Context: an optimization exercise on an open-source flow, tuned for small area. The choices shown serve that exercise and are no tape-out recipe. The RTL was checked by simulation tests, not by an equivalence proof against the original design. Power is estimated from default activity; no workload was simulated.

==> design/flow/design.v <==
module BCDtoSSeg (BCD, SSeg);
  input [4:0] BCD;
  output reg [0:6] SSeg;
always @ ( * ) begin
  case (BCD)
   5'd0: SSeg = 7'b0000001; 	 
	5'd1: SSeg = 7'b1001111; 	 
	5'd2: SSeg = 7'b0010010; 	 
	5'd3: SSeg = 7'b0000110; 	 
	5'd4: SSeg = 7'b1001100; 	 
	5'd5: SSeg = 7'b0100100; 	 
	5'd6: SSeg = 7'b0100000; 	 
	5'd7: SSeg = 7'b0001111; 	 
	5'd8: SSeg = 7'b0000000; 	 
	5'd9: SSeg = 7'b0001100; 	 
   5'd10: SSeg = 7'b1001000;   
   5'd11: SSeg = 7'b0001001;	 
   5'd12: SSeg = 7'b0000100;	 
   5'd13: SSeg = 7'b0100100;	 
   5'd14: SSeg = 7'b1110001;	 
   5'd15: SSeg = 7'b0011000;	 
   5'd16: SSeg = 7'b1100000;   
   5'd17: SSeg = 7'b1110000;	 
   5'd18: SSeg = 7'b0111000;	 
   5'd19: SSeg = 7'b1000001;	 
   5'd20: SSeg = 7'b1001111;	 
   5'd21: SSeg = 7'b1000010;	 
   5'd22: SSeg = 7'b0110000;	 
   5'd23: SSeg = 7'b0001000;	 
   default:
   SSeg = 7'b1111110;
  endcase
end
endmodule
module display_hex(
    input [39:0] num,
    input clk,
    input [9:0] k,
    output [0:6] sseg,
    output [7:0] an,
    input rst
    );
reg [4:0] bcd;
reg started;
BCDtoSSeg bcdtosseg(.BCD(bcd), .SSeg(sseg));
wire enable = &k[6:0];
wire [2:0] shown = k[9:7] - 3'd1;
assign an = started ? ~(8'b1 << shown) : 8'hff;
always @(posedge clk or negedge rst) begin
    if (!rst) begin
        bcd <= 0;
        started <= 0;
    end else if (enable) begin
        started <= 1;
        case (k[9:7])
            3'h0: bcd <= num[4:0];
            3'h1: bcd <= num[9:5];
            3'h2: bcd <= num[14:10];
            3'h3: bcd <= num[19:15];
            3'h4: bcd <= num[24:20];
            3'h5: bcd <= num[29:25];
            3'h6: bcd <= num[34:30];
            3'h7: bcd <= num[39:35];
        endcase
    end
end
endmodule
module spi_master(
   input clk,
   input reset,             
   input go,                
   input bit_in,
   input dc_in,
   output [2:0] bitsel,
   output load,             
   output fin,              
   output t0,               
   output reg mosi,
   output sclk,
   output ce,
   output reg dc,
   output reg lcd_rst
);
   reg [4:0] cc;
   reg [3:0] h;
   reg active;
   wire last = cc[4] & cc[3] & cc[2] & cc[1];    
   assign sclk   = h[0];
   assign ce     = ~active;
   assign bitsel = h[3:1];
   assign load   = ~active & (lcd_rst | go);
   assign fin    = active & last & (&h);
   assign t0     = active & ~(|cc) & ~(|h);
   always @(posedge clk or posedge reset) begin
      if (reset) begin
         cc <= 0;
         h <= 0;
         active <= 0;
         mosi <= 0;
         dc <= 0;
         lcd_rst <= 0;
      end else if (load) begin
         active <= 1;
         dc <= dc_in;
         lcd_rst <= 1;
      end else if (active) begin
         mosi <= bit_in;
         if (last) begin
            cc <= 0;
            h <= h + 1;
            if (&h) active <= 0;
         end else begin
            cc <= cc + 1;
         end
      end
   end
endmodule
module FSM_pet (
   input clk,
   input reset,           
   input go,
   input [2:0] face,
   input [2:0] icon,
   output mosi,
   output sclk,
   output ce,
   output dc,
   output lcd_rst
);
   reg [9:0] r;           
   reg [2:0] fs;          
   reg [2:0] ni;          
   reg [2:0] is;          
   wire load, fin, t0;
   wire [2:0] bs;
   function [7:0] dl;
      input [2:0] f;
      input [3:0] i;
      begin
         case (i)
            4'd0:  dl = (f == 5) ? 8'b00000000 : 8'b00001110;
            4'd1:  dl = (f == 5) ? 8'b00000000 : 8'b00010001;
            4'd2:  dl = (f == 5) ? 8'b00000011 : 8'b01100000;
            4'd3:  case (f)
                      0, 1:    dl = 8'b10000100;
                      2:       dl = 8'b10010010;
                      3, 4:    dl = 8'b10010000;
                      default: dl = 8'b00001100;
                   endcase
            4'd4:  case (f)
                      0:       dl = 8'b10110010;
                      1:       dl = 8'b10110110;
                      2:       dl = 8'b10110100;
                      3:       dl = 8'b10001000;
                      4:       dl = 8'b10111000;
                      default: dl = 8'b00010010;
                   endcase
            4'd5:  case (f)
                      0:       dl = 8'b10000010;
                      1:       dl = 8'b10000101;
                      2:       dl = 8'b10000100;
                      3, 4:    dl = 8'b10010000;
                      default: dl = 8'b00100001;
                   endcase
            4'd6:  case (f)
                      0, 4:    dl = 8'b01100011;
                      1:       dl = 8'b01100101;
                      2:       dl = 8'b01100111;
                      3:       dl = 8'b01100000;
                      default: dl = 8'b00100010;
                   endcase
            4'd7:  case (f)
                      0:       dl = 8'b00100011;
                      1, 2:    dl = 8'b00100101;
                      3:       dl = 8'b00100001;
                      4:       dl = 8'b00100100;
                      default: dl = 8'b00100000;
                   endcase
            4'd8:  dl = (f == 5) ? 8'b00000111 : 8'b00001111;
            4'd9:  dl = (f == 5) ? 8'b00001001 : 8'b00010001;
            4'd10: dl = (f == 5) ? 8'b11111111 : 8'b10100001;
            4'd11: dl = (f == 5) ? 8'b00000001 : 8'b10101110;
            4'd12: dl = (f == 5) ? 8'b10000001 : 8'b01000001;
            4'd13: dl = (f == 5) ? 8'b00011001 : 8'b00001001;
            4'd14: dl = (f == 5) ? 8'b10100001 : 8'b00000110;
            default: dl = (f == 5) ? 8'b00100001 : 8'b00000010;
         endcase
      end
   endfunction
   function [7:0] il;
      input [2:0] n;
      input [2:0] i;
      begin
         case (n)
            0: case (i)
                  0: il = 8'b00000000;
                  1: il = 8'b00110010;
                  2: il = 8'b00101010;
                  3: il = 8'b00100110;
                  4: il = 8'b00000000;
                  5: il = 8'b11001000;
                  6: il = 8'b10101000;
                  default: il = 8'b10011000;
               endcase
            1: case (i)
                  7: il = 8'b00011100;
                  6: il = 8'b00100010;
                  5: il = 8'b00100001;
                  4: il = 8'b01110001;
                  3: il = 8'b10010001;
                  2: il = 8'b10100001;
                  1: il = 8'b00100010;
                  default: il = 8'b00011100;
               endcase
            2: case (i)
                  7: il = 8'b01111100;
                  6: il = 8'b10010010;
                  5: il = 8'b01010001;
                  4: il = 8'b00010001;
                  3: il = 8'b00010001;
                  2: il = 8'b00010001;
                  1: il = 8'b00010010;
                  default: il = 8'b00011100;
               endcase
            3: case (i)
                  7: il = 8'b00000010;
                  6: il = 8'b00000111;
                  5: il = 8'b11111110;
                  4: il = 8'b10000000;
                  3: il = 8'b10000000;
                  2: il = 8'b10000010;
                  1: il = 8'b10000111;
                  default: il = 8'b11111110;
               endcase
            4: case (i)
                  7: il = 8'b01111110;
                  6: il = 8'b10000001;
                  5: il = 8'b11111111;
                  4: il = 8'b00011000;
                  3: il = 8'b00011000;
                  2: il = 8'b11111111;
                  1: il = 8'b10000001;
                  default: il = 8'b01111110;
               endcase
            default: il = 8'b00000000;
         endcase
      end
   endfunction
   wire fr = (r[9:6] == 4'd0);
   wire [2:0] g = r[5:3];
   wire [2:0] j = r[2:0];
   wire rev = (g == 3'd2) | (g == 3'd5);
   wire [3:0] di = {g[2], j ^ {3{rev}}};
   wire [2:0] ii = (g == 3'd0) ? 3'd7 : j;
   wire [7:0] dbyte = dl(fs, di);
   wire [7:0] ibyte = il(is, ii);
   reg [7:0] cbyte;
   reg [1:0] src;      
   reg dc_cur;
   always @(*) begin
      cbyte = 8'h00;
      src = 2'd0;
      dc_cur = 1'b0;
      if (!fr) begin
         dc_cur = r[9];
         if (!r[9])
            case (j)
               2: cbyte = 8'h21;
               3: cbyte = 8'h90;
               4: cbyte = 8'h20;
               5: cbyte = 8'h0C;
               6: cbyte = 8'h80;
               default: cbyte = 8'h00;
            endcase
      end else begin
         case (g)
            3'd0: case (j[1:0])
                     2'd0: src = 2'd2;
                     2'd1: cbyte = 8'hA0;
                     default: cbyte = 8'h42;
                  endcase
            3'd3: cbyte = j[0] ? 8'h41 : 8'hA0;
            3'd6: case (j[1:0])
                     2'd0: src = 2'd1;
                     2'd1: cbyte = 8'hA4;
                     default: cbyte = 8'h44;
                  endcase
            3'd7: begin src = 2'd2; dc_cur = 1'b1; end
            default: begin src = 2'd1; dc_cur = 1'b1; end
         endcase
      end
   end
   wire [7:0] byte_cur = (src == 2'd1) ? dbyte : (src == 2'd2) ? ibyte : cbyte;
   wire bit_cur = byte_cur[~bs];
   spi_master spi (
      .clk(clk),
      .reset(~reset),
      .go(go),
      .bit_in(bit_cur),
      .dc_in(dc_cur),
      .bitsel(bs),
      .load(load),
      .fin(fin),
      .t0(t0),
      .mosi(mosi),
      .sclk(sclk),
      .ce(ce),
      .dc(dc),
      .lcd_rst(lcd_rst)
   );
   wire c_end = (&r[5:0]) & (fr | (&r[9:6]));
   wire g_end = (g == 3'd3) ? j[0] :
                (g == 3'd0 || g == 3'd6) ? j[1] : (&j);
   always @(posedge clk or negedge reset) begin
      if (~reset) begin
         r <= 10'd504;
         is <= 3'd5;
      end else begin
         if (fin) begin
            if (!fr) r <= r + 1;
            else if (g_end) r <= {4'd0, g + 3'd1, 3'd0};
            else r <= r + 1;
            if (fr && r[5:0] == 6'd0) is <= ni;
         end
      end
   end
   always @(posedge clk) begin
      if (t0 && c_end) begin
         fs <= face;
         ni <= icon;
      end
   end
endmodule
module buzzer(
    input clk,
    input reset,
    input trigger,
    output buzzer_out
);
    parameter CLK_FREQ = 50_000;
    localparam [15:0] LAST = CLK_FREQ - 1;    
    reg [15:0] counter;
    reg trigger_prev;
    reg active;
    assign buzzer_out = ~active;
    always @(posedge clk or negedge reset) begin
        if (~reset) begin
            counter <= 0;
            trigger_prev <= 0;
            active <= 0;
        end else begin
            trigger_prev <= trigger;
            if (trigger & ~trigger_prev) begin
                active <= 1;
                counter <= 0;
            end else if (active) begin
                if ((counter & LAST) == LAST)
                    active <= 0;
                else
                    counter <= counter + 1;
            end
        end
    end
endmodule
module debounce #(parameter COUNT_BOT=50000,
                  parameter PRESS_MASK=COUNT_BOT,
                  parameter REL_MASK=COUNT_BOT/100+1)(
	input reset,
	input clk,
	input boton_in,
	output reg boton_out
);
localparam W = $clog2(COUNT_BOT);
reg [W-1:0] counter;
wire hit = boton_out ? ((counter & REL_MASK) == REL_MASK)
                     : ((counter & PRESS_MASK) == PRESS_MASK);
always @(posedge clk) begin
	if (~reset) begin
		counter <= 0;
		boton_out <= ~boton_in;
	end else if (boton_in != boton_out) begin
		counter <= 0;
	end else if (hit) begin
		boton_out <= ~boton_out;
		counter <= 0;
	end else begin
		counter <= counter + 1;
	end
end
endmodule
module i2c_master (
    input wire clk,
    input wire reset_n,
    input wire internal_clk,
    input wire [1:0] wr_code,
    output reg rx_pos,
    input wire read_enable,
    input wire write_enable,
    output reg nack,
    output reg queued,
    output reg data_valid,
    output reg stop,
    output reg scl_out,
    input wire sda_in,
    output reg sda_out
);
    parameter IDLE = 5'b00000,
              START = 5'b00001,
              SEND_BIT = 5'b00010,
              WAIT_SCL_HIGH = 5'b00011,
              WAIT_SCL_LOW = 5'b00100,
              CHECK_ACK = 5'b00101,
              CHECK_ACK_HIGH = 5'b00110,
              CHECK_ACK_LOW = 5'b00111,
              WRITE = 5'b01000,
              PREP_STOP = 5'b01001,
              STOP = 5'b01010,
              READ = 5'b01011,
              RECEIVE_BIT = 5'b01100,
              RD_SCL_HIGH = 5'b01101,
              RD_SCL_LOW = 5'b01110,
              SEND_ACK = 5'b01111,
              SEND_ACK_HIGH = 5'b10000,
              SEND_ACK_LOW = 5'b10001,
              RESTART = 5'b10010;
    reg [4:0] state;
    reg rd;                  
    reg [3:0] counter;
    reg [1:0] sel;
    reg nack_detected;
    reg sda_in_q, sda_in_qq;
    reg [7:0] tx_byte;
    always @(*) begin
        case (sel)
            2'd0: tx_byte = 8'h00;
            2'd1: tx_byte = 8'h6B;
            2'd2: tx_byte = 8'h3B;
            default: tx_byte = {7'h68, rd};
        endcase
    end
    wire tx_bit = tx_byte[~counter[2:0]];
    always @(posedge clk or negedge reset_n) begin
        if (!reset_n) begin
            sda_in_q <= 1'b1;
            sda_in_qq <= 1'b1;
        end else begin
            sda_in_q <= sda_in;
            sda_in_qq <= sda_in_q;
        end
    end
    always @(posedge clk or negedge reset_n) begin
        if (!reset_n) begin
            state <= IDLE;
            scl_out <= 1'b1;
            sda_out <= 1'b1;
            nack <= 1'b0;
            queued <= 1'b0;
            data_valid <= 1'b0;
            rx_pos <= 1'b0;
            counter <= 4'b0;
            nack_detected <= 1'b0;
            sel <= 2'b0;
            stop <= 1'b0;
        end else begin
            case (state)
                IDLE: begin
                    scl_out <= 1'b1;
                    sda_out <= 1'b1;
                    nack <= 1'b0;
                    queued <= 1'b0;
                    data_valid <= 1'b0;
                    rx_pos <= 1'b0;
                    counter <= 4'b0;
                    stop <= 1'b0;
                    if (internal_clk) begin
                        if (write_enable || read_enable) begin
                            state <= START;
                        end
                    end
                end
                START: begin
                    scl_out <= 1'b1;
                    sda_out <= 1'b0;
                    nack <= 1'b0;
                    queued <= 1'b0;
                    stop <= 1'b0;
                    data_valid <= 1'b0;
                    if (internal_clk) begin
                        scl_out <= 1'b0;
                        counter <= 4'b0000;
                        sel <= 2'd3;
                        rd <= ~write_enable;
                        state <= SEND_BIT;
                    end
                end
                SEND_BIT: begin
                    if (internal_clk) begin
                        scl_out <= 1'b0;
                        sda_out <= tx_bit;
                        counter <= counter + 1;
                        nack <= 1'b0;
                        queued <= 1'b0;
                        stop <= 1'b0;
                        data_valid <= 1'b0;
                        state <= WAIT_SCL_HIGH;
                    end
                end
                WAIT_SCL_HIGH: begin
                    if (internal_clk) begin
                        nack <= 1'b0;
                        queued <= 1'b0;
                        data_valid <= 1'b0;
                        scl_out <= 1'b1;
                        state <= WAIT_SCL_LOW;
                    end
                end
                WAIT_SCL_LOW: begin
                    if (internal_clk) begin
                        nack <= 1'b0;
                        queued <= 1'b0;
                        stop <= 1'b0;
                        data_valid <= 1'b0;
                        scl_out <= 1'b0;
                        if (counter[3]) begin
                            state <= CHECK_ACK;
                        end else begin
                            state <= SEND_BIT;
                        end
                    end
                end
                CHECK_ACK: begin
                    if (internal_clk) begin
                        sda_out <= 1'b1;
                        nack <= 1'b0;
                        queued <= 1'b0;
                        stop <= 1'b0;
                        data_valid <= 1'b0;
                        scl_out <= 1'b0;
                        state <= CHECK_ACK_HIGH;
                    end
                end
                CHECK_ACK_HIGH: begin
                    if (internal_clk) begin
                        nack <= 1'b0;
                        queued <= 1'b0;
                        stop <= 1'b0;
                        scl_out <= 1'b1;
                        nack_detected <= sda_in_qq;
                        state <= CHECK_ACK_LOW;
                    end
                end
                CHECK_ACK_LOW: begin
                    if (internal_clk) begin
                        nack <= 1'b0;
                        queued <= 1'b0;
                        stop <= 1'b0;
                        data_valid <= 1'b0;
                        scl_out <= 1'b0;
                        state <= rd ? READ : WRITE;
                    end
                end
                WRITE: begin
                    if (nack_detected) begin
                        nack <= 1'b1;
                        scl_out <= 1'b0;
                        if (internal_clk) begin
                            nack_detected <= 1'b0;
                            sda_out <= 1'b0;
                            state <= PREP_STOP;
                        end
                    end else begin
                        if (write_enable) begin
                            sel <= wr_code;
                            counter <= 4'b0000;
                            queued <= 1'b1;
                            data_valid <= 1'b0;
                            state <= SEND_BIT;
                        end else if (read_enable) begin
                            scl_out <= 1'b0;
                            sda_out <= 1'b1;
                            if (internal_clk) begin
                                state <= RESTART;
                            end
                        end else begin
                            scl_out <= 1'b0;
                            if (internal_clk) begin
                                sda_out <= 1'b0;
                                state <= PREP_STOP;
                            end
                        end
                    end
                end
                RESTART: begin
                    if (internal_clk) begin
                        state <= IDLE;
                    end
                end
                READ: begin
                    if (nack_detected) begin
                        nack <= 1'b1;
                        scl_out <= 1'b0;
                        if (internal_clk) begin
                            nack_detected <= 1'b0;
                            sda_out <= 1'b0;
                            state <= PREP_STOP;
                        end
                    end else begin
                        if (read_enable) begin
                            sel <= 2'b01;
                            counter <= 4'b0000;
                            queued <= 1'b1;
                            state <= RECEIVE_BIT;
                        end else if (write_enable) begin
                            scl_out <= 1'b0;
                            sda_out <= 1'b1;
                            if (internal_clk) begin
                                state <= IDLE;
                            end
                        end else begin
                            scl_out <= 1'b0;
                            if (internal_clk) begin
                                sda_out <= 1'b0;
                                state <= PREP_STOP;
                            end
                        end
                    end
                end
                RECEIVE_BIT: begin
                    if (internal_clk) begin
                        sda_out <= 1'b1;
                        scl_out <= 1'b0;
                        counter <= counter + 1;
                        nack <= 1'b0;
                        queued <= 1'b0;
                        stop <= 1'b0;
                        data_valid <= 1'b0;
                        state <= RD_SCL_HIGH;
                    end
                end
                RD_SCL_HIGH: begin
                    if (internal_clk) begin
                        nack <= 1'b0;
                        queued <= 1'b0;
                        stop <= 1'b0;
                        data_valid <= 1'b0;
                        scl_out <= 1'b1;
                        case (counter[3:0])
                            4'd1: if (sda_in_qq) sel[0] <= 1'b0;
                            4'd2: if (!sda_in_qq) sel[0] <= 1'b0;
                            4'd3: if (sda_in_qq) sel[1] <= 1'b1;
                            4'd4: if (!sda_in_qq && !sel[1]) sel[0] <= 1'b0;
                            default: if (sda_in_qq) sel[1] <= 1'b1;
                        endcase
                        state <= RD_SCL_LOW;
                    end
                end
                RD_SCL_LOW: begin
                    if (internal_clk) begin
                        nack <= 1'b0;
                        queued <= 1'b0;
                        stop <= 1'b0;
                        data_valid <= 1'b0;
                        scl_out <= 1'b0;
                        if (counter[3]) begin
                            state <= SEND_ACK;
                        end else begin
                            state <= RECEIVE_BIT;
                        end
                    end
                end
                SEND_ACK: begin
                    if (internal_clk) begin
                        sda_out <= (read_enable) ? 1'b0 : 1'b1;
                        rx_pos <= sel[0] & sel[1];
                        nack <= 1'b0;
                        queued <= 1'b0;
                        stop <= 1'b0;
                        data_valid <= 1'b1;
                        scl_out <= 1'b0;
                        state <= SEND_ACK_HIGH;
                    end
                end
                SEND_ACK_HIGH: begin
                    if (internal_clk) begin
                        nack <= 1'b0;
                        queued <= 1'b0;
                        stop <= 1'b0;
                        data_valid <= 1'b0;
                        scl_out <= 1'b1;
                        state <= SEND_ACK_LOW;
                    end
                end
                SEND_ACK_LOW: begin
                    if (internal_clk) begin
                        nack <= 1'b0;
                        queued <= 1'b0;
                        stop <= 1'b0;
                        data_valid <= 1'b0;
                        scl_out <= 1'b0;
                        state <= READ;
                    end
                end
                PREP_STOP: begin
                    if (internal_clk) begin
                        stop <= 1'b1;
                        scl_out <= 1'b1;
                        sda_out <= 1'b0;
                        nack <= 1'b0;
                        state <= STOP;
                    end
                end
                STOP: begin
                    if (internal_clk) begin
                        scl_out <= 1'b1;
                        sda_out <= 1'b1;
                        state <= IDLE;
                    end
                end
                default: state <= IDLE;
            endcase
        end
    end
endmodule
module mpu6050_controller (
    input wire clk,
    input wire reset_n,
    input wire internal_clk,
    output reg [1:0] wr_code,
    output reg read_enable,
    output reg write_enable,
    input wire queued,
    input wire nack,
    input wire stop,
    input wire data_valid,
    input wire rx_pos,
    output reg [3:0] address,
    output reg data_pos,
    output reg load,
    output reg completed,
    input wire rescan
);
    localparam IDLE = 3'b000,
               POWER_MGMT_0 = 3'b001,
               POWER_MGMT_1 = 3'b010,
               READ_0 = 3'b011,
               READ_1 = 3'b100,
               STABLE = 3'b101;
    reg [2:0] state;
    always @(posedge clk or negedge reset_n) begin
        if (!reset_n) begin
            wr_code <= 2'd0;
            read_enable <= 1'b0;
            write_enable <= 1'b0;
            address <= 4'b0;
            load <= 1'b0;
            data_pos <= 1'b0;
            completed <= 1'b0;
            state <= IDLE;
        end else begin
            case (state)
                IDLE: begin
                    if (internal_clk) begin
                        wr_code <= 2'd0;
                        read_enable <= 1'b0;
                        write_enable <= 1'b0;
                        address <= 4'b0;
                        load <= 1'b0;
                        data_pos <= 1'b0;
                        completed <= 1'b0;
                        state <= POWER_MGMT_0;
                    end
                end
                POWER_MGMT_0: begin
                    if (internal_clk) begin
                        wr_code <= 2'd1;
                        write_enable <= 1'b1;
                        read_enable <= 1'b0;
                        if (queued) begin
                            wr_code <= 2'd0;
                            state <= POWER_MGMT_1;
                        end else if (nack) begin
                            state <= IDLE;
                        end
                    end
                end
                POWER_MGMT_1: begin
                    if (internal_clk) begin
                        if (queued) begin
                            wr_code <= 2'd0;
                            write_enable <= 1'b0;
                            read_enable <= 1'b0;
                            state <= READ_0;
                        end else if (nack) begin
                            state <= IDLE;
                        end
                    end
                end
                READ_0: begin
                    if (internal_clk) begin
                        if (stop) begin
                            wr_code <= 2'd2;
                            write_enable <= 1'b1;
                            read_enable <= 1'b0;
                        end else if (queued) begin
                            write_enable <= 1'b0;
                            read_enable <= 1'b1;
                            address <= 4'b0;
                        end else if (data_valid) begin
                            load <= 1'b1;
                            data_pos <= rx_pos;
                            state <= READ_1;
                        end else if (nack) begin
                            state <= IDLE;
                        end
                    end
                end
                READ_1: begin
                    if (internal_clk) begin
                        if (data_valid) begin
                            load <= 1'b1;
                            data_pos <= rx_pos;
                        end else if (queued) begin
                            address <= address + 1;
                            if (address == 4'b1100) begin
                                write_enable <= 1'b0;
                                read_enable <= 1'b0;
                            end else begin
                                write_enable <= 1'b0;
                                read_enable <= 1'b1;
                            end
                        end else if (stop) begin
                            state <= STABLE;
                        end else begin
                            load <= 1'b0;
                        end
                    end
                end
                STABLE: begin
                    completed <= 1'b1;
                    if (internal_clk) begin
                        if (rescan) begin
                            state <= IDLE;
                        end
                    end
                end
                default: ;
            endcase
        end
    end
endmodule
module movement_detect (
    input wire clk,
    input wire reset_n,
    input wire internal_clk,
    input wire completed,
    output reg rescan,
    input wire x_pos,
    output reg movement
);
    always @(posedge clk or negedge reset_n) begin
        if (!reset_n) begin
            movement <= 1'b1;
            rescan <= 1'b0;
        end else begin
            if (internal_clk) begin
                if (completed) begin
                    movement <= x_pos;
                    rescan <= 1'b1;
                end else begin
                    rescan <= 1'b0;
                end
            end
        end
    end
endmodule
module mpu6050_interface (
    input wire clk,
    input wire reset_n,
    input wire sda_i,
    output wire sda_o,
    output wire scl_o,
    output wire movement
);
    wire internal_clk;
    wire [1:0] wr_code;
    wire read_enable;
    wire write_enable;
    wire queued;
    wire nack;
    wire stop;
    wire data_valid;
    wire rx_pos;
    wire [3:0] address;
    wire data_pos;
    wire load;
    wire completed;
    wire rescan;
    reg [7:0] counter;
    reg x_pos;
    mpu6050_controller mpu6050_ctrl (
        .clk(clk),
        .reset_n(reset_n),
        .internal_clk(internal_clk),
        .wr_code(wr_code),
        .read_enable(read_enable),
        .write_enable(write_enable),
        .queued(queued),
        .nack(nack),
        .stop(stop),
        .data_valid(data_valid),
        .rx_pos(rx_pos),
        .address(address),
        .data_pos(data_pos),
        .load(load),
        .completed(completed),
        .rescan(rescan)
    );
    i2c_master i2c_master (
        .clk(clk),
        .reset_n(reset_n),
        .internal_clk(internal_clk),
        .wr_code(wr_code),
        .rx_pos(rx_pos),
        .read_enable(read_enable),
        .write_enable(write_enable),
        .nack(nack),
        .queued(queued),
        .data_valid(data_valid),
        .stop(stop),
        .scl_out(scl_o),
        .sda_in(sda_i),
        .sda_out(sda_o)
    );
    movement_detect detector (
        .clk(clk),
        .reset_n(reset_n),
        .internal_clk(internal_clk),
        .completed(completed),
        .rescan(rescan),
        .x_pos(x_pos),
        .movement(movement)
    );
    assign internal_clk = counter[7] & counter[5];
    always @(posedge clk or negedge reset_n) begin
        if (!reset_n) begin
            counter <= 8'b0;
        end else if (internal_clk) begin
            counter <= 8'b0;
        end else begin
            counter <= counter + 1;
        end
    end
    always @(posedge clk or negedge reset_n) begin
        if (!reset_n) begin
            x_pos <= 1'b0;
        end else if (internal_clk && load && address == 4'h0) begin
            x_pos <= data_pos;
        end
    end
endmodule
module tamagotchi (
    input clk,
    input reset,
    input b2, b3, b4,
    input light_sensor,
    input sound_sensor,
    input sda_i,
    output scl_o,
    output sda_o,
    output mosi,
    output sclk,
    output ce,
    output dc,
    output lcd_rst,
    output [0:6] sseg,
    output [7:0] an,
    output test_led,
    output buzzer_out
);
    localparam ONE_SECOND = 50_000;
    localparam HOLD_TIME = 5 * ONE_SECOND;
    localparam FACE_TIME = 2 * ONE_SECOND;
    localparam SLEEP = 3'd0, FOOD = 3'd1, BATH = 3'd2, MUSIC = 3'd3, EXERCISE = 3'd4, DEAD = 3'd5;
    wire movement;
    mpu6050_interface mpu6050 (
        .clk(clk),
        .reset_n(reset),
        .sda_i(sda_i),
        .sda_o(sda_o),
        .scl_o(scl_o),
        .movement(movement)
    );
    wire b2_deb, b3_deb, b4_deb, movement_deb;
    debounce #(1500) b2_debounce (.reset(reset), .clk(clk), .boton_in(b2), .boton_out(b2_deb));
    debounce #(1500) b3_debounce (.reset(reset), .clk(clk), .boton_in(b3), .boton_out(b3_deb));
    debounce #(1500) b4_debounce (.reset(reset), .clk(clk), .boton_in(b4), .boton_out(b4_deb));
    debounce #(15000) movement_debounce (.reset(reset), .clk(clk), .boton_in(movement), .boton_out(movement_deb));
    reg [2:0] sleep_state, food_state, bath_state, music_state, exercise_state, health_state;
    reg [2:0] current, face;
    reg [17:0] test_timer, sleep_hold_timer, music_hold_timer;
    reg [16:0] face_timer;
    reg sleep_hold_active, music_hold_active, sound_detected;
    reg test_mode;
    assign test_led = !test_mode;
    reg [9:0] k;
    reg [11:0] q;
    localparam [11:0] QLAST = ONE_SECOND / 16 - 1;
    wire tick = (&k[3:0]) && (q == QLAST);
    reg [4:0] a;
    reg [1:0] t4;
    reg [1:0] t3;
    reg [2:0] t5;
    reg evt;
    always @(posedge clk or negedge reset) begin
        if (~reset) begin
            k <= 10'd64;
            q <= 0;
            a <= 0;
            t4 <= 0;
            t3 <= 0;
            t5 <= 0;
            evt <= 0;
        end else begin
            k <= k + 1;
            q <= (q == QLAST) ? 12'd0 : q + 1;
            evt <= 0;
            if (tick) begin
                if (a == 5'd29) begin
                    a <= 0;
                    evt <= 1;
                    t4 <= t4 + 1;
                    t3 <= (t3 == 2'd2) ? 2'd0 : t3 + 1;
                    t5 <= (t5 == 3'd4) ? 3'd0 : t5 + 1;
                end else begin
                    a <= a + 1;
                end
            end
        end
    end
    wire ev_food     = evt & ~t4[0];                  
    wire ev_bath     = evt & (t4 == 2'd0);            
    wire ev_music    = evt & (t3 == 2'd0);            
    wire ev_exercise = evt & (t5 == 3'd0);            
    wire ev_sleep    = ev_food & (t3 == 2'd0);        
    FSM_pet pet_display (
        .clk(clk),
        .reset(reset),
        .go(k[0]),
        .face(face),
        .icon(current),
        .mosi(mosi),
        .sclk(sclk),
        .ce(ce),
        .dc(dc),
        .lcd_rst(lcd_rst)
    );
    reg [39:0] display_data;
    display_hex seg_display (
        .num(display_data),
        .clk(clk),
        .k(k),
        .sseg(sseg),
        .an(an),
        .rst(reset)
    );
    reg buzzer_trigger;
    buzzer #(.CLK_FREQ(ONE_SECOND)) buzzer_inst (
        .clk(clk),
        .reset(reset),
        .trigger(buzzer_trigger),
        .buzzer_out(buzzer_out)
    );
    always @(*) begin
        case (current)
            SLEEP:   display_data = {5'd13, 5'd14, 5'd15, 2'b0, sleep_state[2:0], 5'd10, 5'd14, 5'd17, 2'b0, health_state[2:0]};
            FOOD:    display_data = {5'd10, 5'd11, 5'd12, 2'b0, food_state[2:0], 5'd10, 5'd14, 5'd17, 2'b0, health_state[2:0]};
            BATH:    display_data = {5'd16, 5'd17, 5'd10, 2'b0, bath_state[2:0], 5'd10, 5'd14, 5'd17, 2'b0, health_state[2:0]};
            MUSIC:   display_data = {5'd18, 5'd19, 5'd11, 2'b0, music_state[2:0], 5'd10, 5'd14, 5'd17, 2'b0, health_state[2:0]};
            EXERCISE: display_data = {5'd18, 5'd20, 5'd17, 2'b0, exercise_state[2:0], 5'd10, 5'd14, 5'd17, 2'b0, health_state[2:0]};
            default: display_data = {5'd21, 5'd22, 5'd23, 5'd21, 5'd21, 5'd22, 5'd23, 5'd21};
        endcase
    end
    reg b2_prev, b3_prev, b4_prev, movement_prev;
    wire b2_posedge, b3_posedge, b4_posedge, movement_posedge;
    always @(posedge clk or negedge reset) begin
        if (~reset) begin
            b2_prev <= 0;
            b3_prev <= 0;
            b4_prev <= 0;
            movement_prev <= 0;
        end else begin
            b2_prev <= b2_deb;
            b3_prev <= b3_deb;
            b4_prev <= b4_deb;
            movement_prev <= movement_deb;
        end
    end
    assign b2_posedge = b2_deb & ~b2_prev;
    assign b3_posedge = b3_deb & ~b3_prev;
    assign b4_posedge = b4_deb & ~b4_prev;
    assign movement_posedge = movement_deb & ~movement_prev;
    always @(posedge clk or negedge reset) begin
        if (~reset) begin
            sleep_state <= 3'd7;
            food_state <= 3'd7;
            bath_state <= 3'd7;
            music_state <= 3'd7;
            exercise_state <= 3'd7;
            health_state <= 3'd7;
            current <= SLEEP;
            face <= 0;
            test_mode <= 0;
            test_timer <= 0;
            face_timer <= 0;
            sleep_hold_timer <= 0;
            sleep_hold_active <= 0;
            music_hold_timer <= 0;
            music_hold_active <= 0;
            sound_detected <= 0;
            buzzer_trigger <= 0;
        end else begin
            buzzer_trigger <= 0;
            if (ev_sleep) begin
                if (sleep_state == 3'd7) begin
                    sleep_state <= sleep_state - 1;
                    if (health_state < 3'd7) health_state <= health_state + 1;
                end else if (sleep_state > 0) begin
                    sleep_state <= sleep_state - 1;
                end else if (health_state > 0) begin
                    health_state <= health_state - 1;
                end
            end
            if (ev_food) begin
                if (food_state == 3'd7) begin
                    food_state <= food_state - 1;
                    if (health_state < 3'd7) health_state <= health_state + 1;
                end else if (food_state > 0) begin
                    food_state <= food_state - 1;
                end else if (health_state > 0) begin
                    health_state <= health_state - 1;
                end
            end
            if (ev_bath) begin
                if (bath_state == 3'd7) begin
                    bath_state <= bath_state - 1;
                    if (health_state < 3'd7) health_state <= health_state + 1;
                end else if (bath_state > 0) begin
                    bath_state <= bath_state - 1;
                end else if (health_state > 0) begin
                    health_state <= health_state - 1;
                end
            end
            if (ev_music) begin
                if (music_state == 3'd7) begin
                    music_state <= music_state - 1;
                    if (health_state < 3'd7) health_state <= health_state + 1;
                end else if (music_state > 0) begin
                    music_state <= music_state - 1;
                end else if (health_state > 0) begin
                    health_state <= health_state - 1;
                end
            end
            if (ev_exercise) begin
                if (exercise_state == 3'd7) begin
                    exercise_state <= exercise_state - 1;
                    if (health_state < 3'd7) health_state <= health_state + 1;
                end else if (exercise_state > 0) begin
                    exercise_state <= exercise_state - 1;
                end else if (health_state > 0) begin
                    health_state <= health_state - 1;
                end
            end
            if (b2_deb && current != DEAD) begin
                if (test_timer == HOLD_TIME - 1) begin
                    test_mode <= ~test_mode;
                    test_timer <= 0;
                end else begin
                    test_timer <= test_timer + 1;
                end
            end else begin
                test_timer <= 0;
            end
            if (b2_posedge && test_mode && current != DEAD) begin
                case (current)
                    SLEEP:  if (sleep_state == 3'd7) begin
                                sleep_state <= sleep_state - 1;
                                if (health_state < 3'd7) health_state <= health_state + 1;
                            end else if (sleep_state > 0) begin
                                sleep_state <= sleep_state - 1;
                            end else if (health_state > 0) begin
                                health_state <= health_state - 1;
                            end
                    FOOD:   if (food_state == 3'd7) begin
                                food_state <= food_state - 1;
                                if (health_state < 3'd7) health_state <= health_state + 1;
                            end else if (food_state > 0) begin
                                food_state <= food_state - 1;
                            end else if (health_state > 0) begin
                                health_state <= health_state - 1;
                            end
                    BATH:   if (bath_state == 3'd7) begin
                                bath_state <= bath_state - 1;
                                if (health_state < 3'd7) health_state <= health_state + 1;
                            end else if (bath_state > 0) begin
                                bath_state <= bath_state - 1;
                            end else if (health_state > 0) begin
                                health_state <= health_state - 1;
                            end
                    MUSIC:  if (music_state == 3'd7) begin
                                music_state <= music_state - 1;
                                if (health_state < 3'd7) health_state <= health_state + 1;
                            end else if (music_state > 0) begin
                                music_state <= music_state - 1;
                            end else if (health_state > 0) begin
                                health_state <= health_state - 1;
                            end
                    EXERCISE: if (exercise_state == 3'd7) begin
                                exercise_state <= exercise_state - 1;
                                if (health_state < 3'd7) health_state <= health_state + 1;
                            end else if (exercise_state > 0) begin
                                exercise_state <= exercise_state - 1;
                            end else if (health_state > 0) begin
                                health_state <= health_state - 1;
                            end
                    default: ;
                endcase
            end
            if (b3_posedge && current != DEAD) begin
                case (current)
                    SLEEP: current <= FOOD;
                    FOOD: current <= BATH;
                    BATH: current <= MUSIC;
                    MUSIC: current <= EXERCISE;
                    EXERCISE: current <= SLEEP;
                    default: current <= SLEEP;
                endcase
            end
            if (b4_posedge && current != DEAD) begin
                case (current)
                    FOOD: begin
                        if (food_state < 3'd7) begin
                            food_state <= food_state + 1;
                            face <= 1;
                            buzzer_trigger <= 1;
                            face_timer <= 0;
                        end else if (health_state > 0) begin
                            health_state <= health_state - 1;
                            face <= 2;
                            buzzer_trigger <= 1;
                            face_timer <= 0;
                        end
                    end
                    BATH: begin
                        if (bath_state < 3'd7) begin
                            bath_state <= bath_state + 1;
                            face <= 1;
                            buzzer_trigger <= 1;
                            face_timer <= 0;
                        end else if (health_state > 0) begin
                            health_state <= health_state - 1;
                            face <= 2;
                            buzzer_trigger <= 1;
                            face_timer <= 0;
                        end
                    end
                    default: ;
                endcase
            end
            if (current == SLEEP && !sleep_hold_active) begin
                if (b4_posedge && light_sensor) begin
                    face <= 3;
                    sleep_hold_active <= 1;
                    sleep_hold_timer <= 0;
                end
            end
            if (sleep_hold_active) begin
                if (sleep_hold_timer < HOLD_TIME - 1) begin
                    sleep_hold_timer <= sleep_hold_timer + 1;
                end else begin
                    sleep_hold_active <= 0;
                    sleep_hold_timer <= 0;
                    if (sleep_state < 3'd7) begin
                        sleep_state <= sleep_state + 1;
                        face <= 1;
                        buzzer_trigger <= 1;
                        face_timer <= 0;
                    end else if (health_state > 0) begin
                        health_state <= health_state - 1;
                        face <= 2;
                        buzzer_trigger <= 1;
                        face_timer <= 0;
                    end
                end
            end
            if (current == MUSIC && !music_hold_active) begin
                if (b4_posedge) begin
                    music_hold_active <= 1;
                    music_hold_timer <= 0;
                    sound_detected <= 0;
                end
            end
            if (music_hold_active) begin
                if (music_hold_timer < HOLD_TIME - 1) begin
                    music_hold_timer <= music_hold_timer + 1;
                    if (music_hold_timer >= ONE_SECOND) begin
                        if (sound_sensor == 0 && !sound_detected) begin
                            sound_detected <= 1;
                        end
                    end
                end else begin
                    music_hold_active <= 0;
                    if (sound_detected) begin
                        if (music_state < 3'd7) begin
                            music_state <= music_state + 1;
                            face <= 1;
                            buzzer_trigger <= 1;
                            face_timer <= 0;
                        end else if (health_state > 0) begin
                            health_state <= health_state - 1;
                            face <= 2;
                            buzzer_trigger <= 1;
                            face_timer <= 0;
                        end
                    end
                    music_hold_timer <= 0;
                    sound_detected <= 0;
                end
            end
            if (current == EXERCISE && movement_posedge) begin
                if (exercise_state < 3'd7) begin
                    exercise_state <= exercise_state + 1;
                    face <= 1;
                    buzzer_trigger <= 1;
                    face_timer <= 0;
                end else if (health_state > 0) begin
                    health_state <= health_state - 1;
                    face <= 2;
                    buzzer_trigger <= 1;
                    face_timer <= 0;
                end
            end
            if (current != DEAD && !sleep_hold_active) begin
                if (face_timer < FACE_TIME - 1) begin
                    face_timer <= face_timer + 1;
                end else if (face != 0) begin
                    if (health_state <= 3) begin
                        face <= 4;
                    end else begin
                        face <= 0;
                    end
                    face_timer <= 0;
                end
            end
            if (current != DEAD && face != 1 && face != 2 && face != 3 && face != 5) begin
                if (health_state <= 3 && face != 4) begin
                    face <= 4;
                end else if (health_state > 3 && face == 4) begin
                    face <= 0;
                end
            end
            if (health_state == 0) begin
                current <= DEAD;
                face <= 5;
            end
        end
    end
endmodule
==> design/flow/run.sh <==
#!/bin/bash
# synth_recipe.tcl (not shown) runs the flow's synth.tcl, then flattens the netlist and writes it again
# the make line also repeats each setting of config.mk as NAME=value (left out here)
make -C /OpenROAD-flow-scripts/flow DESIGN_CONFIG=/design/flow/config.mk WORK_HOME=/design/flow/orfs CLKGATE_MAP_FILE= SYNTH_SCRIPT=/design/flow/synth_recipe.tcl finish
==> design/flow/config.mk <==
export PLATFORM = sky130hd
export DESIGN_NAME = tamagotchi
export DESIGN_NICKNAME = tamagotchi
export VERILOG_FILES = /design/flow/design.v
export SDC_FILE = /design/flow/constraint.sdc
export NUM_CORES = 4
export LEC_CHECK = 0
export ABC_AREA = 1
export CAP_MARGIN = 20
export CORE_MARGIN = 2
export CORE_UTILIZATION = 65
export PLACE_DENSITY = 0.75
export SLEW_MARGIN = 20
==> design/flow/constraint.sdc <==
create_clock -name core_clock -period 20.0 [get_ports {clk}]
set_input_delay 4.0000 -clock core_clock [delete_from_list [all_inputs] [get_ports {clk}]]
set_output_delay 4.0000 -clock core_clock [all_outputs]
set_load 0.01 [all_outputs]
==> results of run 1 <==
registers in the layout, indices dropped and copies added (netlist names), 4 cells and up:
| signal | flops |
|---|---|
| sleep_hold_timer | 18 |
| k | 10 |
| buzzer_inst.counter | 16 |
| b3_debounce.counter | 11 |
| mpu6050.i2c_master.counter | 4 |
| a | 5 |
| pet_display.spi.cc | 5 |
| seg_display.bcd | 5 |
| pet_display.r | 10 |
| mpu6050.i2c_master.state | 5 |
| movement_debounce.counter | 14 |
| music_hold_timer | 18 |
| face_timer | 17 |
| mpu6050.counter | 8 |
| test_timer | 18 |
| b4_debounce.counter | 11 |
| mpu6050.mpu6050_ctrl.address | 4 |
| b2_debounce.counter | 11 |
| q | 12 |
| pet_display.spi.h | 4 |
area by class of cell:
type | instances | share of cell area (%)
Timing Repair Buffer | 38 | 1.82
Clock buffer | 50 | 4.78
Sequential cell | 293 | 35.4
Inverter | 419 | 7.74
Tap cell | 378 | 2.33
Multi-Input combinational cell | 1821 | 47.2
Clock inverter | 12 | 0.696
through the flow:
| step | power (mW) | setup WS, ns | utilization [%] | cell area (µm²) | std cells |
|---|---|---|---|---|---|
| 6_report | 1.34 | 13.50 | 72.9 | 20300 | 3011 |
| 4_1_cts | 1.35 | 13.49 | 72.9 | 20300 | 3010 |
| 3_3_place_gp | 0.731 | 13.79 | 68.9 | 19200 | 2948 |
| 3_5_place_dp | 0.738 | 13.72 | 68.9 | 19200 | 2948 |
| 2_1_floorplan | 0.707 | 14.77 | - | 18500 | 2563 |
| 5_1_grt | 1.39 | 13.40 | 72.9 | 20300 | 3011 |
cell families after synthesis:
kind of cell / count (synthesis) / share of synthesized area [%]
AOI/OAI and AO/OA: 514 / 16.3
xor gates and xnor gates: 75 / 3.56
adders and majority gates: 76 / 5.15
buffers and inverters: 449 / 9.16
DFF: 293 / 38.9
muxes: 6 / 0.366
and+or+nand+nor: 1150 / 26.6
layer usage:
layer  GRT usage (%)  routed length (µm)
met5               0                   0
met4            8.87                1190
met3            4.09                2880
met2            51.0               21300
met1            41.1               20000
Yosys cell counts (25+ instances only):
cell type,instances,area (µm²)
clkbuf_1,25,93.8
nand4_1,35,219
o22ai_1,45,282
dfxtp_1,47,941
a21oi_1,149,746
inv_1,399,1500
xor2_1,58,508
o21ai_0,180,901
nand2_1,457,1720
nand3_1,156,781
nor2_1,354,1330
nor3_1,83,415
nor4_1,31,194
dfstp_2,32,841
ha_1,76,951
a31oi_1,25,156
dfrtp_1,203,5080
worst register-to-register path, delay by kind of cell, from the launching register on:
| kind | cells | cell delay, ns |
|---|---|---|
| AOI/OAI and AO/OA | 1 | 0.09 |
| adders and majority gates | 1 | 0.28 |
| DFF | 1 | 0.45 |
| and+or+nand+nor | 30 | 3.30 |
| buffers and inverters | 2 | 0.30 |
placed cells by master, fill, tap and decap left out, types with 16 or more instances in the layout:
cell type / synthesis / layout
nand2_1: 457 / 457
inv_1: 399 / 399
nor2_1: 354 / 354
dfrtp_1: 203 / 203
o21ai_0: 180 / 180
nand3_1: 156 / 156
a21oi_1: 149 / 149
nor3_1: 83 / 83
ha_1: 76 / 76
xor2_1: 58 / 58
dfxtp_1: 47 / 47
o22ai_1: 45 / 45
nand4_1: 35 / 35
clkbuf_16: 0 / 34
dfstp_2: 32 / 32
nor4_1: 31 / 31
clkdlybuf4s50_1: 0 / 30
a31oi_1: 25 / 25
xnor2_1: 17 / 17
nor3b_1: 16 / 16
final timing paths:
| path | from | to | slack [ns] | depth (start not counted) |
|---|---|---|---|---|
| min reg2reg | mpu6050.i2c_master.sda_in_q | mpu6050.i2c_master.sda_in_qq | 0.36 | 0 |
| max in group asynchronous | reset | evt | 15.15 | 2 |
| max | seg_display.bcd[1] | sseg[2] | 13.50 | 7 |
| min in group asynchronous | reset | sleep_hold_timer[17] | 3.48 | 1 |
| min | mpu6050.i2c_master.sda_in_q | mpu6050.i2c_master.sda_in_qq | 0.36 | 0 |
| max reg2reg | health_state[0] | health_state[1] | 15.52 | 34 |
report_power, final:
part	total [mW]	switching, mW	leakage (nW)	internal (mW)
Sequential	0.643	0.0218	3.51	0.621
Combinational	0.0850	0.0539	4.86	0.0311
Clock	0.613	0.257	0.539	0.356
==> run notes, run 1 <==
critical path cell sequence=inv_1 -> ha_1 -> inv_1 -> o21ai_0 -> o21ai_0 -> o311ai_0 -> clkdlybuf4s50_1; clock latency (worst-skew pair)=around 0.54 ns; Detail Route Antenna Nets=0; setup TNS=0 ns; area of the multi-input gates=9590 µm²; maximum buffer depth of the clock tree=3; Starting DRT DRC Count=between 1.5k and 2k; asr flop ratio synth=about four fifths; Final period util=32.5%; share of layout cells above drive strength 1=just under 5%; CTS-repair resized insts=0; DR WL/cell=15.1 µm; GP Congestion=~1; Cells after Synth=between 2k and 3k; postcts setup bufs=0; Vias=roughly 18k; vias per cell=approximately 5.8; final hold slack=0.356 ns; Crit path max-delay family=buffers and inverters; critical path's slowest cell=clkdlybuf4s50_1; Worst-path clk slew=0.06 ns; number of global-route vias before repair=~17k; Hold Fails Final Rpt=0; Max Cap Viol=0; Routed WL=roughly 45000 µm; Avg Cell Area, Syn=about 7.2 µm²; Synth Flop Type=dfrtp_1; Buf/Inv on CP=3; first-pass GRT wire length=~77000 µm; Worst EP arrival=2.50 ns; CTS tree=done; starting density of the core=66.3%; peak supply drop=just under 90 µV; row cnt=between 60 and 70; Total Die Area=29800 µm²; crit end category=primary output; initial antenna violation count=0; final setup skew=just under 0.03 ns; GRT Overall Usage=a little under a third; worst-margin pin slew=1.18 ns; FILL cells=approximately 2.2k; fin crit period=about 6.5 ns; Layout area overhead=9.94%; number of nets in the layout=approximately 2.7k; Num CTS Buffers=34; Die H=between 150 and 200 µm; Worst Hold Class=reg -> reg; Post-Syn Nets=roughly 2.6k; PwrDens=about 66 nW/µm²; Die X=about 170 µm; total leakage power=a little under 9 nW; outcome=finished clean; crit path max fanout=6; Antenna Cells=0; Synth warnings=12; max-slew violation count=0; Max Freq=approximately 150 MHz; worst path required time=about 16 ns; clock sinks=293; CTS Hold Bufs=0; setup violators final=0; overflow left after global routing=0; post-synthesis register bit count=around 290; CTS root buf=clkbuf_16; EDFF count, synth=11; crit path kind=reg -> out; CORE AREA=roughly 28000 µm²; largest net degree at the start of global routing=92; Max-slew headroom=a little over a fifth; register area share after synthesis=approximately two fifths; # port buffers=31; synthesized area=18500 µm²; startpoint types=register; Pre-antenna DRT Iters=6; dpl hpwl=approximately 33000 µm; Crit path largest cell delay=around 0.53 ns; H-tree levels=2; IO Count=32; RSZ-0062 raised after global routing=false; Reg area=roughly 7200 µm²; Residual DRC=0; count of different cell masters after synthesis=63
==> inputs of run 2 (changes only) <==
==> design/flow/config.mk (replaced) <==
export PLATFORM = sky130hd
export DESIGN_NAME = tamagotchi
export DESIGN_NICKNAME = tamagotchi
export VERILOG_FILES = /design/flow/design.v
export SDC_FILE = /design/flow/constraint.sdc
export NUM_CORES = 4
export LEC_CHECK = 0
export CAP_MARGIN = 20
export CORE_MARGIN = 2
export CORE_UTILIZATION = 40
export PLACE_DENSITY = 0.6
export SLEW_MARGIN = 20
==> run 2 against run 1 <==
Against the previous run: hold slack got worse by 0.0012 ns; total power rose by 0.58%; routed wire length up 10%; global-route usage is 10 points lower; largest power group is now clock; cell area grew 4.1%; worst setup slack worse by 0.044 ns; synthesized cell count down 5.9%; sequential power is 3.7% lower; sequential cell count stayed put; still clean on timing, DRC and antenna; critical path depth rose by 1; register-to-register slack better by 0.41 ns.
==> run notes, run 2 <==
# port buffers=31 (unchanged); worst path required time=16.00 ns (about the same); max-slew violation count=0 (unchanged); Avg Cell Area, Syn=7.98 µm² (was 7.21 µm²); Die X=223 µm (was 173 µm); Total Die Area=49900 µm² (was 29800 µm²); RSZ-0062 raised after global routing=false (unchanged); initial antenna violation count=0 (unchanged); setup TNS=0 ns (unchanged); post-synthesis register bit count=293 (unchanged); Pre-antenna DRT Iters=6 (unchanged); critical path's slowest cell=clkdlybuf4s50_1 (unchanged); Crit path largest cell delay=0.57 ns (was 0.53 ns); Worst EP arrival=2.54 ns (was 2.50 ns); Synth warnings=12 (unchanged); row cnt=80 (was 61); clock sinks=293 (unchanged); Worst Hold Class=reg -> reg (unchanged); Starting DRT DRC Count=1490 (was 1744); most common cell in the netlist=nor2_1 (was nand2_1); CTS Hold Bufs=0 (unchanged); clock latency (worst-skew pair)=0.58 ns (was 0.54 ns); peak supply drop=51.8 µV (was 89.2 µV); CTS-repair resized insts=0 (unchanged); synthesized area=19200 µm² (was 18500 µm²); Max Freq=153 MHz (was 154 MHz); Routed WL=50100 µm (was 45400 µm); met1 wire length=23100 µm (was 20000 µm); Worst Hold Launch=mpu6050.i2c_master.sda_in_q (unchanged); largest family of logic cells by synthesized area=simple AND/OR/NAND/NOR gates (unchanged); PwrDens=63.8 nW/µm² (was 66.0 nW/µm²); top cell type's share of synthesized area=26.4% (was 27.5%); Reg area=7190 µm² (unchanged); CORE AREA=47600 µm² (was 27900 µm²); total leakage power=8.38 nW (was 8.91 nW); CTS tree=done (unchanged); register area share after synthesis=37.4% (was 38.9%); area of the multi-input gates=11200 µm² (was 9590 µm²); Residual DRC=0 (unchanged); most frequent cells in the layout=307 x nor2_1, 278 x nand2_1, 236 x o21ai_0 (was 457 x nand2_1, 399 x inv_1, 354 x nor2_1); first-pass GRT wire length=84100 µm (was 77200 µm); Post-Syn Nets=2496 (was 2647); vias per cell=5.87 (was 5.84); asr flop ratio synth=80.2% (unchanged); Synth Area in Adders=4.94% (was 5.15%); Num CTS Buffers=36 (was 34); FILL cells=4673 (was 2220); pre-CTS setup slack=14.02 ns (was 13.72 ns); Critical Path Most Common Cell=a21oi_1; GRT Overall Usage=20.1% (was 30.3%); crit end category=primary output (unchanged); Max Cap Viol=0 (unchanged); starting density of the core=40.4% (was 66.3%); R2R Setup Slk=15.93 ns (was 15.52 ns); metal3 WL=3050 µm (was 2880 µm); final setup skew=0.0395 ns (was 0.0291 ns); GP Congestion=0.947 (was 0.997); Die H=223 µm (was 173 µm); Crit. Startpoint=seg_display.bcd[1] (unchanged); outcome=finished clean (unchanged); IO Count=32 (unchanged); Layout area overhead=9.92% (was 9.94%); Synth Area in XOR/XNOR=5.09% (was 3.56%); Synth Flop Type=dfrtp_1 (unchanged); Largest regs=music_hold_timer: 18 flops, sleep_hold_timer: 18 flops, test_timer: 18 flops (unchanged); worst-margin pin slew=1.11 ns (was 1.18 ns); largest net degree at the start of global routing=181 (was 92); worst setup margin=13.46 ns (was 13.50 ns); count of different cell masters after synthesis=92 (was 63); fin crit period=6.54 ns (was 6.50 ns); overflow left after global routing=0 (unchanged); Crit path max-delay family=buffers and inverters (unchanged); Max-slew headroom=26.1% (was 21.3%); setup violators final=0 (unchanged); Antenna Cells=0 (unchanged); crit path kind=reg -> out (unchanged); Vias=17.6k (about the same); share of layout cells above drive strength 1=6.15% (was 4.86%); crit path max fanout=11 (was 6); Worst-path clk slew=0.06 ns (about the same); maximum buffer depth of the clock tree=3 (unchanged); most common cell after layout, fill and taps aside=nor2_1 (was nand2_1); met2 WL post-DR=22100 µm (was 21300 µm); H-tree levels=2 (unchanged); DR WL/cell=16.7 µm (was 15.1 µm); EDFF count, synth=11 (unchanged); number of global-route vias before repair=16.7k (was 16.6k); postcts setup bufs=0 (unchanged); dpl hpwl=34100 µm (was 33200 µm); post-synthesis simple-gate area fraction=24.6% (was 26.6%); Detail Route Antenna Nets=0 (unchanged); ranking of synthesized cells by area=dfrtp_1 26%, o21ai_0 6.2%, nor2_1 6.0% (was dfrtp_1 27%, nand2_1 9.3%, inv_1 8.1%); top cell type by total area after synthesis=dfrtp_1 (unchanged); Critical R2R Launch=health_state[0] (unchanged); startpoint types=register (unchanged); Final period util=32.7% (was 32.5%); critical path cell sequence=inv_1 -> ha_1 -> nor2b_1 -> a21oi_1 -> nor2_1 -> a21oi_1 -> o21ai_0 -> clkdlybuf4s50_1 (was inv_1 -> ha_1 -> inv_1 -> o21ai_0 -> o21ai_0 -> o311ai_0 -> clkdlybuf4s50_1); CTS root buf=clkbuf_16 (unchanged); Hold Fails Final Rpt=0 (unchanged); Buf/Inv on CP=2 (was 3); mux cell area share after synthesis=1.93% (was 0.366%); post-synthesis compound-gate area fraction=21.6% (was 16.3%); number of nets in the layout=2446 (was 2691); top post-synthesis cells by count=307 x nor2_1, 278 x nand2_1, 238 x o21ai_0 (was 457 x nand2_1, 399 x inv_1, 354 x nor2_1); Top Metal Used=met4 (unchanged); Cells after Synth=2412 (was 2563)
run 2: final cells by class:
class | instances | share of cell area, %
inverters | 88 | 1.56
clock buffers | 48 | 4.61
clock inverters | 17 | 1.26
well taps | 615 | 3.64
multi-input cells | 1899 | 52.9
repair buffers | 44 | 2.01
flip-flops and latches | 293 | 34.0
run 2: final timing paths:
kind	to	cells after the start
setup / recovery	sseg[0]	8
hold / removal	mpu6050.i2c_master.sda_in_qq	0
setup reg to reg	health_state[0]	12
hold reg to reg	mpu6050.i2c_master.sda_in_qq	0
max in group asynchronous	t3[0]	2
min in group asynchronous	mpu6050.mpu6050_ctrl.address[0]	1
run 2: metal layers:
| layer | vias to the layer above | GRT usage (%) |
|---|---|---|
| met5 | - | 0 |
| met4 | 0 | 8.13 |
| met3 | 146 | 3.65 |
| met2 | 555 | 31.7 |
| met1 | 8385 | 27.4 |
| li1 | 8554 | - |
run 2: logic make-up after synthesis:
family | Yosys count
adder cells (fa/ha/maj) | 76
XOR/XNOR | 111
AND/OR/NAND/NOR | 1005
multiplexers | 33
AO/OA/AOI/OAI | 674
buffers and inverters | 220
flip-flops | 293
run 2: per-stage QoR:
| step | area, µm² | cells | utilization [%] | hold slack [ns] | power [mW] |
|---|---|---|---|---|---|
| floorplan | 19200 | 2412 | - | 0.345 | 0.652 |
| finish | 21200 | 3004 | 44.4 | 0.355 | 1.35 |
| detailed placement | 19900 | 2939 | 41.8 | 0.348 | 0.673 |
| global route | 21200 | 3004 | 44.4 | 0.357 | 1.40 |
| global placement | 19900 | 2939 | 41.8 | 0.347 | 0.671 |
| CTS | 21100 | 3004 | 44.4 | 0.356 | 1.37 |
run 2: power by group:
group          switching, mW  internal (mW)
Combinational         0.0279         0.0146
Clock                  0.273          0.413
Sequential            0.0127          0.607
Total                  0.314           1.03

[re-timing with driven ports]
Ports are ideal in the flow. The routed layouts listed here were re-timed in OpenROAD. Step 1, drivers: a clkbuf_16 drives clk and a buf_2 each remaining input, both assumed. Step 2 times the ports against the registers' clock, not the clock port: input delays grow and output delays shrink by t, the midpoint of the rising clock arrivals with the driver on. Three values: no drivers, after step 1, after step 2; two values: the first two.
run	t (ns)	setup WS [ns]	hold slack, ns	latest minus earliest clock arrival (ns)	slew at the worst register clock pin (ns)
run 1	0.576	13.502 / 13.447 / 13.651	0.356 / 0.356 / 0.356	0.032 / 0.032	0.07 / 0.07
run 2	0.619	13.458 / 13.400 / 14.019	0.355 / 0.355 / 0.355	0.043 / 0.043	0.07 / 0.07
After both steps every run listed still meets setup and hold.
